Source: an optimization exercise on an open RTL-to-GDS flow (aim: small area). Production flows keep margins and buffers that such runs may drop.
The RTL was checked by simulation tests, not by an equivalence proof against the original design.

// PICO_MAIN
module PICO_MAIN(
input clock,
input reset,
input SW1,SW2,SW3,SW4,SW5,SW6,SW7, SW0,
input compA, compB, btnC, btnR, JB1, JB2, JB3, JB7, JB8, JB9,
	output enableA,enableB,
    output JA1,JA2,JA3,JA4,
    output a, b, c, d, e, f, g, dp,
    output [3:0] an,
    output LED0,LED1,LED2,LED3,LED4,LED5,LED6,LED7,LED9,LED12,LED13,aim_servo,fire_servo
    );
clock: 10.0 ns
lec_check: 0
cap_margin: 20
core_margin: 2
core_utilization: 40
slew_margin: 20
standard.sh (not shown) runs the stock make flow with config.mk's settings and CLKGATE_MAP_FILE= SYNTH_SCRIPT=/design/flow/synth_recipe.tcl, a recipe that flattens the netlist after the stock synthesis.
==> flow/flow/run.sh <==
#!/bin/bash
# The standard layout (standard.sh), with three changes:
#  - synthesis maps the logic with an area-oriented ABC script (flow/abc_area.script)
#    instead of ORFS's delay-oriented one; everything else in synthesis, including the
#    -nofsm -noshare wrapper, the flattening and the renaming, is synth_recipe.tcl's;
#  - port buffers are the smallest buffer cell;
#  - the clock tree uses clkbuf_8 sink clusters and no dummy loads.
set -euo pipefail
HERE=$(pwd)
sed 's#^  log_cmd abc {\*}$abc_args$#  set abc_args [lreplace $abc_args 1 1 '"$HERE"'/flow/abc_area.script]\n  log_cmd abc {*}$abc_args#' \
    "$FLOW_HOME/scripts/synth.tcl" > "$HERE/synth_area.tcl"
grep -q 'abc_area.script' "$HERE/synth_area.tcl"
sed 's#source $::env(SCRIPTS_DIR)/synth.tcl#source '"$HERE"'/synth_area.tcl#' synth_recipe.tcl > "$HERE/my_synth.tcl"
grep -q 'synth_area.tcl' "$HERE/my_synth.tcl"
sed 's#SYNTH_SCRIPT=[^ ]*#SYNTH_SCRIPT='"$HERE"'/my_synth.tcl#' standard.sh > "$HERE/my_standard.sh"
grep -q 'my_synth.tcl' "$HERE/my_standard.sh"
export BUFFER_PORTS_ARGS="-buffer_cell sky130_fd_sc_hd__buf_1"
export CTS_ARGS="-sink_clustering_enable -repair_clock_nets -dont_use_dummy_load -buf_list sky130_fd_sc_hd__clkbuf_8 -sink_clustering_size 30 -sink_clustering_max_diameter 100"
bash "$HERE/my_standard.sh" > standard.log 2>&1
==> flow/flow/abc_area.script <==
&get -n
&deepsyn -T 60 -S 7
&put
strash
dch -f
amap
topo
Then changed:
--- a/flow/design.v
+++ b/flow/design.v
@@ -107,17 +107,17 @@
             fired <= 0;
             fire_counter <= 0;
             aim <= 0;
             shots <= 0;
             delay <= 0;
         end else begin
             aiming_reg <= scnt < aim_lim;
             firing_reg <= scnt < fire_lim;
-            if (fire_counter[6] && fire_counter[5] && fire_counter[2] && (fire_counter[1] || fire_counter[0]) && !fired) begin    
+            if (fire_counter > 7'd100 && !fired) begin
                 delay <= 0;
                 fire_counter <= 0;
                 fired <= 1;
                 shots <= shots + 3'd1;
             end
             if (retF == 2'b10 && !fired && aim != 2'd3 && delay > 21'd400000)
                 fire_counter <= fire_counter + 7'd1;
             else if (retL == 2'b10 && !fired && delay > 21'd100000) begin
@@ -175,27 +175,27 @@
                 stop <= 0;
                 compBuffer <= 0;
             end
             if (stop == 0) begin
                 if (over)
                     surge <= surge + 13'd1;
             end else
                 surge <= 0;
-            if (&surge[12:8] && surge[6])      
+            if (surge >= 13'd8000)
                 stop <= 1;
             else if (over && stop) begin
-                if (bcnt[4] && bcnt[2]) begin       
+                if (bcnt == 5'd20) begin
                     bcnt <= 0;
                     compBuffer <= !compBuffer;
                 end else
                     bcnt <= bcnt + 5'd1;
             end
             if (!compBuffer && !aiming_temp) begin
-                if (pcnt[10] && pcnt[9] && &pcnt[4:0])      
+                if (pcnt >= 11'd1567)
                     pcnt <= 0;
                 else
                     pcnt <= pcnt + 11'd1;
                 if (pcnt < speed)
                     temp_PWM <= 1;
                 if (pcnt > speed)
                     temp_PWM <= 0;
             end else if (aiming_temp)
@@ -214,17 +214,17 @@
     reg [6:0] shi;
     always @(posedge clock) begin
         if (reset) begin
             countn <= 0;
             shi <= 0;
         end else begin
             countn <= countn + 8'd1;
             if (&countn[3:0])
-                shi <= (&shi[6:2]) ? 7'd0 : shi + 7'd1;
+                shi <= (shi == 7'd124) ? 7'd0 : shi + 7'd1;
         end
     end
     assign scnt = {shi, countn[3:0]};
 endmodule
 `timescale 1ns / 1ps
 module Pico_project_MotorDriver(
     input clock, reset, over, JB1, JB2, JB3,
     output JA1, JA2, JA3, JA4
@@ -285,17 +285,17 @@
         end else begin
             if (btnR)
                 stop1 <= 0;
             if (stop1 == 0) begin
                 if (over)
                     surge1 <= surge1 + 13'd1;
             end else
                 surge1 <= 0;
-            if (&surge1[12:8] && surge1[6])      
+            if (surge1 >= 13'd8000)
                 stop1 <= 1;
             if (over && stop1) begin
                 d0 <= 2'd1; d13 <= 3'd1;
             end
             if ((retF == 2'b01 || retL == 2'b01 || retR == 2'b01) && !stop1) begin
                 d0 <= 2'd2; d13 <= 3'd2;
             end else if ((retF == 2'b10 || retL == 2'b10 || retR == 2'b10) && !stop1) begin
                 d0 <= 2'd3; d13 <= 3'd3;
What happened:
- The new run completed with no timing, DRC or antenna violations
- die area went up by 0.51%
- clock skew fell by 0.0055 ns
- setup slack is better by 0.23 ns
- flip-flop and latch count stays the same
- register-to-register slack gets better by 0.37 ns

[static timing again, ports no longer ideal]
The flow's constraints put no driver on any port. The routed layouts listed below were extracted and timed again, unchanged, in two steps. Step 1, drivers: a clkbuf_16 drives clock and a buf_2 each remaining input, both assumed. Step 2, shift: input delay + t, output delay - t, t = (earliest + latest rising clock arrival at the registers) / 2. This alone moves slack from input paths to output paths. Three values: ideal ports, drivers, drivers and shift; two values: the first two.
run | shift t [ns] | setup WS [ns] | worst setup path after step 2
the first run | 0.482 | 5.183 / 5.183 / 4.854 | input to register
the second run | 0.476 | 5.418 / 5.376 / 5.105 | input to register
After both steps every run listed still meets setup and hold. The setup slack of the first run, which loses most, moves by 0.000 ns with the drivers and by -0.329 ns with both steps.
